This is an optimization exercise on Yosys and OpenROAD, whose aim is small area and a short achievable clock period, not a production implementation.
The RTL was checked by simulation tests, not by an equivalence proof against the original design.
No activity file was given, so power comes from the tool's default toggle rates.

<file path="flow/config.mk">
export PLATFORM = sky130hd
export DESIGN_NAME = ComplexALU
export DESIGN_NICKNAME = ComplexALU
export VERILOG_FILES = /design/flow/design.v
export SDC_FILE = /design/flow/constraint.sdc
export NUM_CORES = 4
export LEC_CHECK = 0
export CAP_MARGIN = 20
export CORE_MARGIN = 2
export CORE_UTILIZATION = 45
export PLACE_DENSITY = 0.6
export SLEW_MARGIN = 20
</file>
<file path="flow/constraint.sdc">
create_clock -name core_clock -period 190.0 [get_ports {clk}]
set_input_delay 38.0000 -clock core_clock [delete_from_list [all_inputs] [get_ports {clk}]]
set_output_delay 38.0000 -clock core_clock [all_outputs]
set_load 0.01 [all_outputs]
</file>
<file path="flow/design.v">
`timescale 1ns/1ps
  typedef struct packed {
  	logic [32-(10+1)-4:0]    tag;
  	logic [32-1:0]                  takenPC;
  	logic [2-1:0]              ctrlType;
  	logic                                 valid;
  } btbDataPkt;
typedef struct packed {
	logic                                 hit;
	logic [32-1:0]                  takenPC;
	logic [2-1:0]              ctrlType;
} btbPkt;
typedef struct packed {
	logic [31:0]                          seqNo;
	logic [32-1:0]                  pc;
	logic [64-1:0]         inst;
	logic                                 btbHit;
	logic [2-1:0]              ctrlType;
	logic [32-1:0]                  takenPC;
	logic                                 predDir;
  logic                                 valid;
} fs2Pkt;
typedef struct packed {
	logic [31:0]                          seqNo;
	logic [32-1:0]                  pc;
	logic [64-1:0]         inst;
	logic [2-1:0]              ctrlType;
	logic [32-1:0]                  predNPC;
	logic                                 predDir;
	logic [5-1:0]             ctiID;
	logic                                 valid;
} decPkt;
typedef struct packed {
	logic [6-1:0]             reg_id;
	logic                                 valid;
} log_reg;
typedef struct packed {
	logic [7-1:0]        reg_id;
	logic                                 valid;
} phys_reg;
typedef struct packed {
	logic [31:0]                          seqNo;
	logic [32-1:0]                  pc;
	logic [8-1:0]            opcode;
	logic [2-1:0]          fu;
	logic [6-1:0]             logDest;
	logic                                 logDestValid;
	logic [6-1:0]             logSrc1;
	logic                                 logSrc1Valid;
	logic [6-1:0]             logSrc2;
	logic                                 logSrc2Valid;
	logic [16-1:0]           immed;
	logic                                 immedValid;
	logic                                 isLoad;
	logic                                 isStore;
	logic [2-1:0]           ldstSize;
	logic [2-1:0]              ctrlType;
	logic [5-1:0]             ctiID;
	logic [32-1:0]                  predNPC;
	logic                                 predDir;
	logic                                 valid;
} renPkt;
typedef struct packed {
	logic [31:0]                          seqNo;
	logic [32-1:0]                  pc;
	logic [8-1:0]            opcode;
	logic [2-1:0]          fu;
	logic [6-1:0]             logDest;
	logic [7-1:0]        phyDest;
	logic                                 phyDestValid;
	logic [7-1:0]        phySrc1;
	logic                                 phySrc1Valid;
	logic [7-1:0]        phySrc2;
	logic                                 phySrc2Valid;
	logic [16-1:0]           immed;
	logic                                 immedValid;
	logic                                 isLoad;
	logic                                 isStore;
	logic [2-1:0]           ldstSize;
	logic [2-1:0]              ctrlType;
	logic [5-1:0]             ctiID;
	logic [32-1:0]                  predNPC;
	logic                                 predDir;
} disPkt;
typedef struct packed {
	logic [31:0]                          seqNo;
	logic                                 predLoadVio;
	logic [32-1:0]                  pc;
	logic [8-1:0]            opcode;
	logic [2-1:0]          fu;
	logic [6-1:0]             logDest;
	logic [7-1:0]        phyDest;
	logic                                 phyDestValid;
	logic [7-1:0]        phySrc1;
	logic                                 phySrc1Valid;
	logic [7-1:0]        phySrc2;
	logic                                 phySrc2Valid;
	logic [16-1:0]           immed;
	logic                                 immedValid;
	logic                                 isLoad;
	logic                                 isStore;
	logic [2-1:0]           ldstSize;
	logic                                 isSimple;
	logic [2-1:0]              ctrlType;
	logic [5-1:0]             ctiID;
	logic [32-1:0]                  predNPC;
	logic                                 predDir;
} iqPkt;
typedef struct packed {
	logic [31:0]                          seqNo;
	logic [32-1:0]                  pc;
	logic [6-1:0]             logDest;
	logic [7-1:0]        phyDest;
	logic                                 phyDestValid;
	logic                                 isLoad;
	logic                                 isStore;
} alPkt;
typedef struct packed {
	logic [31:0]                          seqNo;
	logic                                 predLoadVio;
	logic                                 isLoad;
	logic                                 isStore;
} lsqPkt;
typedef struct packed {
	logic [31:0]                          seqNo;
	logic [32-1:0]                  pc;
	logic [8-1:0]            opcode;
	logic [6-1:0]             logDest;
	logic [7-1:0]        phyDest;
	logic [7-1:0]        phySrc1;
	logic [7-1:0]        phySrc2;
	logic [4-1:0]             lsqID;
	logic [7-1:0]      alID;
	logic [16-1:0]           immed;
	logic [2-1:0]           ldstSize;
	logic                                 isSimple;
	logic [2-1:0]              ctrlType;
	logic [5-1:0]             ctiID;
	logic [32-1:0]                  predNPC;
	logic                                 predDir;
	logic                                 valid;
} payloadPkt;
typedef struct packed {
	logic [5-1:0]          id;
	logic                                 valid;
} iqEntryPkt;
typedef struct packed {
	logic [31:0]                          seqNo;
	logic [32-1:0]                  pc;
	logic [8-1:0]            opcode;
	logic [6-1:0]             logDest;
	logic [7-1:0]        phyDest;
	logic [7-1:0]        phySrc1;
	logic [32-1:0]                src1Data;
	logic [7-1:0]        phySrc2;
	logic [32-1:0]                src2Data;
	logic [4-1:0]             lsqID;
	logic [7-1:0]      alID;
	logic [16-1:0]           immed;
	logic                                 isSimple;
	logic [2-1:0]              ctrlType;
	logic [5-1:0]             ctiID;
	logic [32-1:0]                  predNPC;
	logic                                 predDir;
	logic                                 valid;
} fuPkt;
typedef struct packed {
	logic [6-1:0]             logDest;
	logic [7-1:0]        tag;
	logic [31:0]                          data;
	logic                                 valid;
} bypassPkt;
typedef struct packed {
	logic                                 isControl;    
	logic                                 ldSign;       
	logic                                 isPredicted;  
	logic                                 destValid;    
	logic                                 isFission;    
	logic                                 executed;     
	logic                                 exception;    
	logic                                 mispredict;   
} exeFlgs;
typedef struct packed {
	logic [31:0]                          seqNo;
	logic [32-1:0]                  pc;
	exeFlgs                               flags;
	logic [6-1:0]             logDest;
	logic [7-1:0]        phyDest;
	logic [32-1:0]                destData;
	logic [7-1:0]      alID;
	logic [32-1:0]                  nextPC;
	logic [2-1:0]              ctrlType;
	logic                                 ctrlDir;
	logic [5-1:0]             ctiID;
	logic                                 predDir;
	logic                                 valid;
} wbPkt;
typedef struct packed {
	logic [31:0]                          seqNo;
	logic [7-1:0]      alID;
	logic                                 valid;
} ldVioPkt;
typedef struct packed {
	logic [31:0]                          seqNo;
	logic [32-1:0]                  nextPC;
	logic [7-1:0]      alID;
	logic [8-1:0]          flags;
  logic                                 actualDir;
	logic                                 valid;
} ctrlPkt;
typedef struct packed {
	logic [31:0]                          seqNo;
	logic [32-1:0]                  pc;
	logic [8-1:0]          flags;
	logic [2-1:0]           ldstSize;
	logic [7-1:0]        phyDest;
	logic [32-1:0]                address;
	logic [32-1:0]                src2Data;
	logic [4-1:0]             lsqID;
	logic [7-1:0]      alID;
	logic                                 valid;
} memPkt;
typedef struct packed {
	logic [31:0]                          seqNo;
	logic [6-1:0]             logDest;
	logic [7-1:0]        phyDest;
	logic                                 valid;
} commitPkt;
typedef struct packed {
	logic [6-1:0]             logDest;
	logic [7-1:0]        phyDest;
} recoverPkt;
`timescale 1ns/1ps
`timescale 1ns/100ps
module DW03_pipe_reg #(
    parameter depth = 1,
    parameter width = 1
)(
    input              clk,
    input  [width-1:0] A,
    output [width-1:0] B
);
    logic [width-1:0] pipe [0:depth-1];
    always_ff @(posedge clk) begin
        pipe[0] <= A;
        for (int i = 1; i < depth; i = i + 1)
            pipe[i] <= pipe[i-1];
    end
    assign B = pipe[depth-1];
endmodule
module DW_mult_pipe #(
    parameter a_width    = 32,
    parameter b_width    = 32,
    parameter num_stages = 2,
    parameter stall_mode = 0,
    parameter rst_mode   = 2
)(
    input                          clk,
    input                          rst_n,
    input                          en,
    input                          tc,
    input  [a_width-1:0]           a,
    input  [b_width-1:0]           b,
    output [a_width+b_width-1:0]   product
);
    localparam W = a_width + b_width;
    logic [W-1:0] prod_c;
    logic [W-1:0] pipe [0:num_stages-2];
    always_comb begin
        if (tc)
            prod_c = $signed(a) * $signed(b);
        else
            prod_c = a * b;
    end
    always_ff @(posedge clk) begin
        if (!rst_n) begin
            for (int i = 0; i < num_stages-1; i = i + 1)
                pipe[i] <= '0;
        end
        else begin
            pipe[0] <= prod_c;
            for (int i = 1; i < num_stages-1; i = i + 1)
                pipe[i] <= pipe[i-1];
        end
    end
    assign product = pipe[num_stages-2];
endmodule
module DW_div_pipe #(
    parameter a_width    = 32,
    parameter b_width    = 32,
    parameter tc_mode    = 0,
    parameter rem_mode   = 1,
    parameter num_stages = 2,
    parameter stall_mode = 0,
    parameter rst_mode   = 2
)(
    input                  clk,
    input                  rst_n,
    input                  en,
    input  [a_width-1:0]   a,
    input  [b_width-1:0]   b,
    output [a_width-1:0]   quotient,
    output [b_width-1:0]   remainder,
    output                 divide_by_0
);
    logic [a_width-1:0] a_mag;
    logic [b_width-1:0] b_mag;
    logic               a_neg;
    logic               b_neg;
    logic [a_width-1:0] q_mag;
    logic [b_width:0]   r_mag;
    logic [a_width-1:0] q_c;
    logic [b_width-1:0] r_c;
    logic [a_width-1:0] qpipe [0:num_stages-2];
    logic [b_width-1:0] rpipe [0:num_stages-2];
    logic               zpipe [0:num_stages-2];
    always_comb begin
        a_neg = (tc_mode != 0) && a[a_width-1];
        b_neg = (tc_mode != 0) && b[b_width-1];
        a_mag = a_neg ? (~a + 1'b1) : a;
        b_mag = b_neg ? (~b + 1'b1) : b;
        r_mag = '0;
        q_mag = '0;
        for (int i = a_width-1; i >= 0; i = i - 1) begin
            r_mag = {r_mag[b_width-1:0], a_mag[i]};
            if (r_mag >= {1'b0, b_mag}) begin
                r_mag    = r_mag - {1'b0, b_mag};
                q_mag[i] = 1'b1;
            end
        end
        q_c = (a_neg ^ b_neg) ? (~q_mag + 1'b1) : q_mag;
        r_c = a_neg ? (~r_mag[b_width-1:0] + 1'b1) : r_mag[b_width-1:0];
    end
    always_ff @(posedge clk) begin
        if (!rst_n) begin
            for (int i = 0; i < num_stages-1; i = i + 1) begin
                qpipe[i] <= '0;
                rpipe[i] <= '0;
                zpipe[i] <= 1'b0;
            end
        end
        else begin
            qpipe[0] <= q_c;
            rpipe[0] <= r_c;
            zpipe[0] <= (b == '0);
            for (int i = 1; i < num_stages-1; i = i + 1) begin
                qpipe[i] <= qpipe[i-1];
                rpipe[i] <= rpipe[i-1];
                zpipe[i] <= zpipe[i-1];
            end
        end
    end
    assign quotient    = qpipe[num_stages-2];
    assign remainder   = rpipe[num_stages-2];
    assign divide_by_0 = zpipe[num_stages-2];
endmodule
`timescale 1ns/100ps
module Complex_ALU #(
    parameter DEPTH                     = 6
)(
    input                               clk,
    input                               reset,
    output                              toggleFlag_o, 
    input                               recoverFlag_i,
    input  fuPkt                        exePacket_i,
    input  [32-1:0]             data1_i,
    input  [32-1:0]             data2_i,
    input  [16-1:0]        immd_i,
    input  [8-1:0]         opcode_i,
    output wbPkt                        wbPacket_o
);
wire signed [32-1:0]        data1_s;
wire signed [32-1:0]        data2_s;
logic       [32-1:0]        signedProduct_l;
logic       [32-1:0]        signedProduct_h;
logic       [32-1:0]        unsignedProduct_l;
logic       [32-1:0]        unsignedProduct_h;
logic       [32-1:0]        signedQuotient;
logic       [32-1:0]        signedRemainder;
logic       [32-1:0]        unsignedQuotient;
logic       [32-1:0]        unsignedRemainder;
logic       [32-1:0]        divisor;
exeFlgs                             flags;
exeFlgs                             shiftFlagsOut;
logic [3:0]                         resultType;
logic [3:0]                         resultTypeShifted;
logic                               toggleFlag;
localparam SIGNED_PRODUCT_L     = 4'h0;
localparam SIGNED_PRODUCT_H     = 4'h1;
localparam UNSIGNED_PRODUCT_L   = 4'h2;
localparam UNSIGNED_PRODUCT_H   = 4'h3;
localparam SIGNED_QUOTIENT      = 4'h4;
localparam SIGNED_REMAINDER     = 4'h5;
localparam UNSIGNED_QUOTIENT    = 4'h6;
localparam UNSIGNED_REMAINDER   = 4'h7;
localparam TOGGLE               = 4'h8;
fuPkt                            shiftPacketOut;
logic [DEPTH:0]                     recoverFlag_reg;
always_ff @(posedge clk)
begin
    if (reset)
    begin
        recoverFlag_reg     <= 0;
    end
    else if (recoverFlag_i)
    begin
        recoverFlag_reg     <= {(DEPTH+1){1'h1}};
    end
    else
    begin
        recoverFlag_reg     <= recoverFlag_reg << 1;
    end
end
assign data1_s     = data1_i;
assign data2_s     = data2_i;
always_comb
begin
    if (recoverFlag_reg[DEPTH])
    begin
        wbPacket_o          = 0;
    end
    else
    begin
        wbPacket_o          = 0;
        wbPacket_o.logDest  = shiftPacketOut.logDest;
        wbPacket_o.phyDest  = shiftPacketOut.phyDest;
        wbPacket_o.alID     = shiftPacketOut.alID;
        wbPacket_o.flags    = shiftFlagsOut;
        wbPacket_o.valid    = shiftPacketOut.valid;
        case (resultTypeShifted)
            SIGNED_PRODUCT_L:   wbPacket_o.destData = signedProduct_l;
            SIGNED_PRODUCT_H:   wbPacket_o.destData = signedProduct_h;
            UNSIGNED_PRODUCT_L: wbPacket_o.destData = unsignedProduct_l;
            UNSIGNED_PRODUCT_H: wbPacket_o.destData = unsignedProduct_h;
            SIGNED_QUOTIENT:    wbPacket_o.destData = signedQuotient;
            SIGNED_REMAINDER:   wbPacket_o.destData = signedRemainder;
            UNSIGNED_QUOTIENT:  wbPacket_o.destData = unsignedQuotient;
            UNSIGNED_REMAINDER: wbPacket_o.destData = unsignedRemainder;
            TOGGLE            : wbPacket_o.destData = 0;
            default           : wbPacket_o.destData = 0;
        endcase
    end
end
always_comb
begin:ALU_OPERATION
    reg signed [32-1:0]  result1_s;
    reg signed [32-1:0]  result2_s;
    reg        [32-1:0]  result1;
    reg        [32-1:0]  result2;
    flags           = 0;
    resultType      = 4'h0;
    divisor         = 32'h1;
    toggleFlag      = 1'b0;
    case (opcode_i)
        16'hfe:
        begin
            flags.executed          = 1'h1;
            flags.isFission         = 1'h1;
            flags.destValid         = 1'h1;
            resultType              = SIGNED_PRODUCT_L;
        end
        16'hff:
        begin
            flags.executed          = 1'h1;
            flags.destValid         = 1'h1;
            resultType              = SIGNED_PRODUCT_H;
        end
        16'hfc:
        begin
            flags.executed          = 1'h1;
            flags.isFission         = 1'h1;
            flags.destValid         = 1'h1;
            resultType              = UNSIGNED_PRODUCT_L;
        end
        16'hfd:
        begin
            flags.executed          = 1'h1;
            flags.destValid         = 1'h1;
            resultType              = UNSIGNED_PRODUCT_H;
        end
        16'hfa:
        begin
            flags.exception         = (data2_s == 0) ? 1'b1 : 1'b0;
            flags.executed          = 1'h1;
            flags.isFission         = 1'h1;
            flags.destValid         = 1'h1;
            resultType              = SIGNED_QUOTIENT;
            divisor                 = data2_i;
        end
        16'hfb:
        begin
            flags.exception         = (data2_s == 0) ? 1'b1 : 1'b0;
            flags.executed          = 1'h1;
            flags.destValid         = 1'h1;
            resultType              = SIGNED_REMAINDER;
            divisor                 = data2_i;
        end
        16'hf8:
        begin
            flags.exception         = (data2_i == 0) ? 1'b1 : 1'b0;
            flags.executed          = 1'h1;
            flags.isFission         = 1'h1;
            flags.destValid         = 1'h1;
            resultType              = UNSIGNED_QUOTIENT;
            divisor                 = data2_i;
        end
        16'hf9:
        begin
            flags.exception         = (data2_i == 0) ? 1'b1 : 1'b0;
            flags.executed          = 1'h1;
            flags.destValid         = 1'h1;
            resultType              = UNSIGNED_REMAINDER;
            divisor                 = data2_i;
        end
        16'ha0:
        begin
            flags.executed          = 1'h1;
            flags.exception         = 1'h1;
        end
        16'he1:
        begin
            flags.executed          = 1'h1;
            flags.destValid         = 1'h1;
            resultType              = TOGGLE;
            toggleFlag              = 1'b1;
        end
    endcase
end
DW03_pipe_reg #(
    .depth          (DEPTH-1),   
    .width          (32+32+8+6+3*(7)+2*(32)+4+7+16+1+2+5+32+1+1)
)
    packetShifter ( 
    .clk            (clk), 
    .A              (exePacket_i), 
    .B              (shiftPacketOut) 
);
DW03_pipe_reg #(
    .depth          (DEPTH-1),   
    .width          (1)
)
    toggleShifter ( 
    .clk            (clk), 
    .A              (toggleFlag), 
    .B              (toggleFlag_o) 
);
DW03_pipe_reg #(
    .depth          (DEPTH-1),   
    .width          (8)
)
    flagShifter ( 
    .clk            (clk), 
    .A              (flags), 
    .B              (shiftFlagsOut) 
);
DW03_pipe_reg #(
    .depth          (DEPTH-1),   
    .width          (4)
)
    resultTypeShifter ( 
    .clk            (clk), 
    .A              (resultType), 
    .B              (resultTypeShifted) 
);
DW_mult_pipe #(
    .a_width        (32), 
    .b_width        (32), 
    .num_stages     (DEPTH),     
    .stall_mode     (0),         
    .rst_mode       (2)          
)
    signedMultiplier (
    .clk            (clk),
    .rst_n          (~reset),
    .en             (~reset),
    .tc             (1'h1),      
    .a              (data1_i),
    .b              (data2_i),
    .product        ({signedProduct_h, signedProduct_l}) 
);
DW_mult_pipe #(
    .a_width        (32), 
    .b_width        (32), 
    .num_stages     (DEPTH),     
    .stall_mode     (0),         
    .rst_mode       (2)          
)
    unsignedMultiplier (
    .clk            (clk),
    .rst_n          (~reset),
    .en             (~reset),
    .tc             (1'h0),      
    .a              (data1_i),
    .b              (data2_i),
    .product        ({unsignedProduct_h, unsignedProduct_l}) 
);
DW_div_pipe #(
    .a_width        (32),
    .b_width        (32),
    .tc_mode        (1),         
    .rem_mode       (1),         
    .num_stages     (DEPTH),     
    .stall_mode     (0),         
    .rst_mode       (2)          
)
    signedDivider (
    .clk            (clk),
    .rst_n          (~reset),
    .en             (~reset),
    .a              (data1_i),
    .b              (divisor),
    .quotient       (signedQuotient),
    .remainder      (signedRemainder),
    .divide_by_0    () 
);
DW_div_pipe #(
    .a_width        (32),
    .b_width        (32),
    .tc_mode        (0),         
    .rem_mode       (1),         
    .num_stages     (DEPTH),     
    .stall_mode     (0),         
    .rst_mode       (2)          
)
    unsignedDivider (
    .clk            (clk),
    .rst_n          (~reset),
    .en             (~reset),
    .a              (data1_i),
    .b              (divisor),
    .quotient       (unsignedQuotient),
    .remainder      (unsignedRemainder),
    .divide_by_0    () 
);
endmodule
`timescale 1ns/100ps
module ComplexALU (
    input                             clk,
    input                             reset,
    input                             recoverFlag_i,
    input                             valid_i,
    input  [8-1:0]       opcode_i,
    input  [32-1:0]           data1_i,
    input  [32-1:0]           data2_i,
    input  [6-1:0]        logDest_i,
    input  [7-1:0]   phyDest_i,
    input  [7-1:0] alID_i,
    output                            wbValid_o,
    output [7:0]                      wbFlags_o,
    output [32-1:0]           wbData_o,
    output [6-1:0]        wbLogDest_o,
    output [7-1:0]   wbPhyDest_o,
    output [7-1:0] wbAlID_o,
    output                            toggleFlag_o
);
fuPkt exePacket;
wbPkt wbPacket;
always_comb
begin
    exePacket         = '0;
    exePacket.opcode  = opcode_i;
    exePacket.logDest = logDest_i;
    exePacket.phyDest = phyDest_i;
    exePacket.src1Data = data1_i;
    exePacket.src2Data = data2_i;
    exePacket.alID    = alID_i;
    exePacket.valid   = valid_i;
end
Complex_ALU #(
    .DEPTH          (6)
)
    calu (
    .clk            (clk),
    .reset          (reset),
    .toggleFlag_o   (toggleFlag_o),
    .recoverFlag_i  (recoverFlag_i),
    .exePacket_i    (exePacket),
    .data1_i        (data1_i),
    .data2_i        (data2_i),
    .immd_i         ('0),
    .opcode_i       (opcode_i),
    .wbPacket_o     (wbPacket)
);
assign wbValid_o   = wbPacket.valid;
assign wbFlags_o   = wbPacket.flags;
assign wbData_o    = wbPacket.destData;
assign wbLogDest_o = wbPacket.logDest;
assign wbPhyDest_o = wbPacket.phyDest;
assign wbAlID_o    = wbPacket.alID;
endmodule
</file>
<file path="flow/run.sh">
#!/bin/bash
# synth_recipe.tcl (not shown) runs the flow's synth.tcl, then flattens the netlist and writes it again
# the make line also repeats each setting of config.mk as NAME=value (left out here)
make -C /OpenROAD-flow-scripts/flow DESIGN_CONFIG=/design/flow/config.mk WORK_HOME=/design/flow/orfs CLKGATE_MAP_FILE= SYNTH_SCRIPT=/design/flow/synth_recipe.tcl finish
</file>
==> run notes <==
metrics by stage:
step           setup WS [ps]  instance area (um^2)  std cells  utilization
2_1_floorplan          10.99                205300      24870            -
3_3_place_gp          -16930                260900      36890       0.5766
3_5_place_dp          -17990                260900      36890       0.5767
4_1_cts                18.83                266500      37160       0.5891
5_1_grt                -1037                269000      37250       0.5945
6_report                8473                269100      37270       0.5947
area by class of cell:
type / instances / area share
clock buffers: 180 / 0.01443
well taps: 5976 / 0.02779
inverters: 2770 / 0.03867
multi-input cells: 19910 / 0.6145
clock inverters: 65 / 0.003581
flip-flops and latches: 1427 / 0.1062
diodes: 51 / 0.0004743
repair buffers: 6896 / 0.1943
routing by layer:
| layer | vias up | GRT usage | part of all wire |
|---|---|---|---|
| met5 | - | 0 | 0.00027 |
| met4 | 38 | 0.1883 | 0.062 |
| met3 | 1874 | 0.08405 | 0.090 |
| met2 | 8288 | 0.5752 | 0.43 |
| met1 | 99300 | 0.4696 | 0.41 |
| li1 | 97710 | - | - |
logic make-up after synthesis:
| family | Yosys count | synth area share |
|---|---|---|
| AND/OR/NAND/NOR | 7655 | 0.1815 |
| AO/OA/AOI/OAI | 5279 | 0.1668 |
| adder cells (fa/ha/maj) | 3911 | 0.2957 |
| buffers and inverters | 3536 | 0.06768 |
| multiplexers | 1579 | 0.08524 |
| XOR/XNOR | 1479 | 0.06336 |
| flip-flops | 1427 | 0.1397 |
| other | 1 | 0.00001834 |
cell usage after synthesis (all sizes together), types with 211 or more instances:
| cell | instances |
|---|---|
| nand2 | 2213 |
| nand3 | 285 |
| nor2 | 2007 |
| mux2i | 294 |
| nor2b | 1248 |
| dfxtp | 1427 |
| ha | 2377 |
| o21bai | 215 |
| mux2 | 1285 |
| nand4 | 405 |
| clkbuf | 553 |
| o21ai | 1377 |
| nor3 | 302 |
| inv | 2760 |
| a21oi | 1239 |
| xnor2 | 1008 |
| nand2b | 223 |
| buf | 211 |
| xor2 | 471 |
| a21boi | 495 |
| a21o | 652 |
| fa | 1534 |
| and2 | 322 |
repair_timing:
item | in CTS | in global routing
endpoints found under the setup margin | 98 | 99
pin swaps | 56 | 208
setup buffers | 26 | 57
hold endpoints to repair | 0 | 0
gates cloned | 0 | 1
resized for setup | 459 | 761
==> results.json <==
{
  "syn_area_per_cell_um2": 8.222,
  "synth_ff_type": "dfxtp_1",
  "syn_area_um2": 204500,
  "status": "complete, no violations",
  "p_clk_mw": 0.291,
  "hold_path.class": "flip-flop to flip-flop",
  "ff_latch_area_um2": 28570,
  "holdWs_ps": 317.0,
  "leakagePower_nw": 129.6,
  "crit_type": "input port to flip-flop",
  "synth.area.top_cells": "fa_1, ha_1, dfxtp_1, mux2_2, inv_1",
  "drtPass1Iterations": 9,
  "regToRegStartpoint": "calu.signedDivider.qpipe[0][22]$_SDFF_PP0_",
  "drv_cap": 0,
  "wl_mm": 869.8,
  "crit_path_end": "calu.signedDivider.qpipe[0][30]$_SDFF_PP0_",
  "end_kind": "flip-flop",
  "ios": 158,
  "cts_hold_buf": 0,
  "finalCriticalPeriod_ps": 181530,
  "antenna_found_initial": 76,
  "hold_depth": 0,
  "clockBufferDepth": 3,
  "powerDensity_nw_per_um2": 15890,
  "synth_area_leader_cell": "fa_1",
  "ys_seq_area_frac": 0.1397,
  "fin_total_pwr_mw": 4276,
  "startpoint_type": "input port",
  "drc": 0,
  "synth_top_area_frac": 0.1502,
  "dp_hpwl_mm": 713.4,
  "worstRegToRegCells": 1,
  "power_frac_clock": 0,
  "worst_path_largest_cell_delay_ps": 580,
  "hold_viol_final": 0,
  "die_h_um": 678.1,
  "path_depth": 1130,
  "fillers": 40960,
  "drive_gt1_frac": 0.2936,
  "cts-root-buf": "clkbuf_16",
  "path_buf_inv": 53,
  "max_freq_ghz": 0.005509,
  "clkSinkCount": 1427,
  "nNetsFinal": 35150,
  "synth_cell_type_count": 130,
  "fp-row-count": 247,
  "fin_skew_ps": 42.14,
  "cts.clk_slew.worst_paths_ps": 70,
  "gr-total-overflow": 0,
  "pwr-share-comb": 1.000,
  "whs_endpoint": "calu.packetShifter.pipe[1][151]$_DFF_P_",
  "slew_viol_final": 0,
  "portBuffers": 153,
  "wire_per_inst_um": 23.34,
  "r2r_end": "calu.signedDivider.qpipe[1][22]$_SDFF_PP0_",
  "rrSetupSlack_ps": 188890,
  "largestPowerGroup": "combinational logic",
  "reg.largest.list": "calu.unsignedMultiplier.pipe (320), calu.signedMultiplier.pipe (310)",
  "start_util": 0.4519,
  "slowest_stage": "or4_1",
  "grt_pass1_vias": 203900,
  "p_comb_mw": 4270,
  "ant_nets": 0,
  "cts_htree_levels": 4,
  "synthArstFlopShare": 0,
  "p_sw_mw": 2061,
  "synth-seq-cells": 1427,
  "ys_warn_count": 20,
  "fin_crit_sh": 0.9554,
  "cpMostUsedCell": "o21ai_1",
  "min_from": "calu.packetShifter.pipe[0][151]$_DFF_P_",
  "area_delta_synth_final_pct": 31.59,
  "crit_start": "data1_i[8]",
  "seq-power_mw": 1.51,
  "final_cell_mix": "buf_4, inv_1, ha_1",
  "cts_inserted_buffers": 137,
  "grt_use_total": 0.3662,
  "crit_family": "compound AO/OA/AOI/OAI gates",
  "worst_slew_pin_slew_ps": 1297,
  "finalSetupViolations": 0,
  "grt_max_degree": 190,
  "synth_edf_count": 0,
  "pwr-share-seq": 0,
  "ir_drop_mv": 18.86,
  "largest-register": "calu.unsignedMultiplier.pipe",
  "power.internal_mw": 2215,
  "clock_latency_ps": 810,
  "via_per_inst": 5.559,
  "fin_tns_setup_ps": 0,
  "synthCells": 24870,
  "num_vias": 207200,
  "largest_reg_flops": 320,
  "die_w_um": 678.1,
  "drt-initial-drc-count": 18250,
  "multi_input_area_um2": 165300,
  "core-area_um2": 452400,
  "gp_congestion": 1.044,
  "critPathArrivalTime_ps": 182200,
  "sw_frac_of_total": 0.4820,
  "crit_required_ps": 190670,
  "worstPathMaxFanout": 28,
  "grt_pass1_wl_mm": 1279,
  "die_area_um2": 459800,
  "layout_commonest_cell": "buf_4",
  "maxSlewHeadroom": 0.1293,
  "cts_tree": "built"
}

-- static timing again, ports no longer ideal --
In the flow no input, the clock included, has a driving cell. The finished layout below was timed again as built, in two steps.
Step 1 (the two cells are an assumption about what drives the block):
set clk [get_ports {clk}]
set_driving_cell -lib_cell sky130_fd_sc_hd__clkbuf_16 $clk
set_driving_cell -lib_cell sky130_fd_sc_hd__buf_2 [delete_from_list [all_inputs] $clk]
Step 2 moves the port delays by t, midway between the first and last clock arrival at a register: inputs arrive t later, outputs are due t later. That takes back most of the time a late clock gives input paths.
Slacks: no drivers / after step 1 / after step 2; pairs: no drivers / after step 1.
t (ns): 0.867
slack for setup (ns): 8.473 / 8.519 / 7.653
latest minus earliest clock arrival (ns): 0.065 / 0.065
worst register clock-pin slew, ns: 0.09 / 0.09
worst data-port slew with drivers (ns): 0.25
After both steps this run still meets setup and hold. For this run, drivers alone change the setup slack by +0.046 ns; drivers and shift together by -0.820 ns.
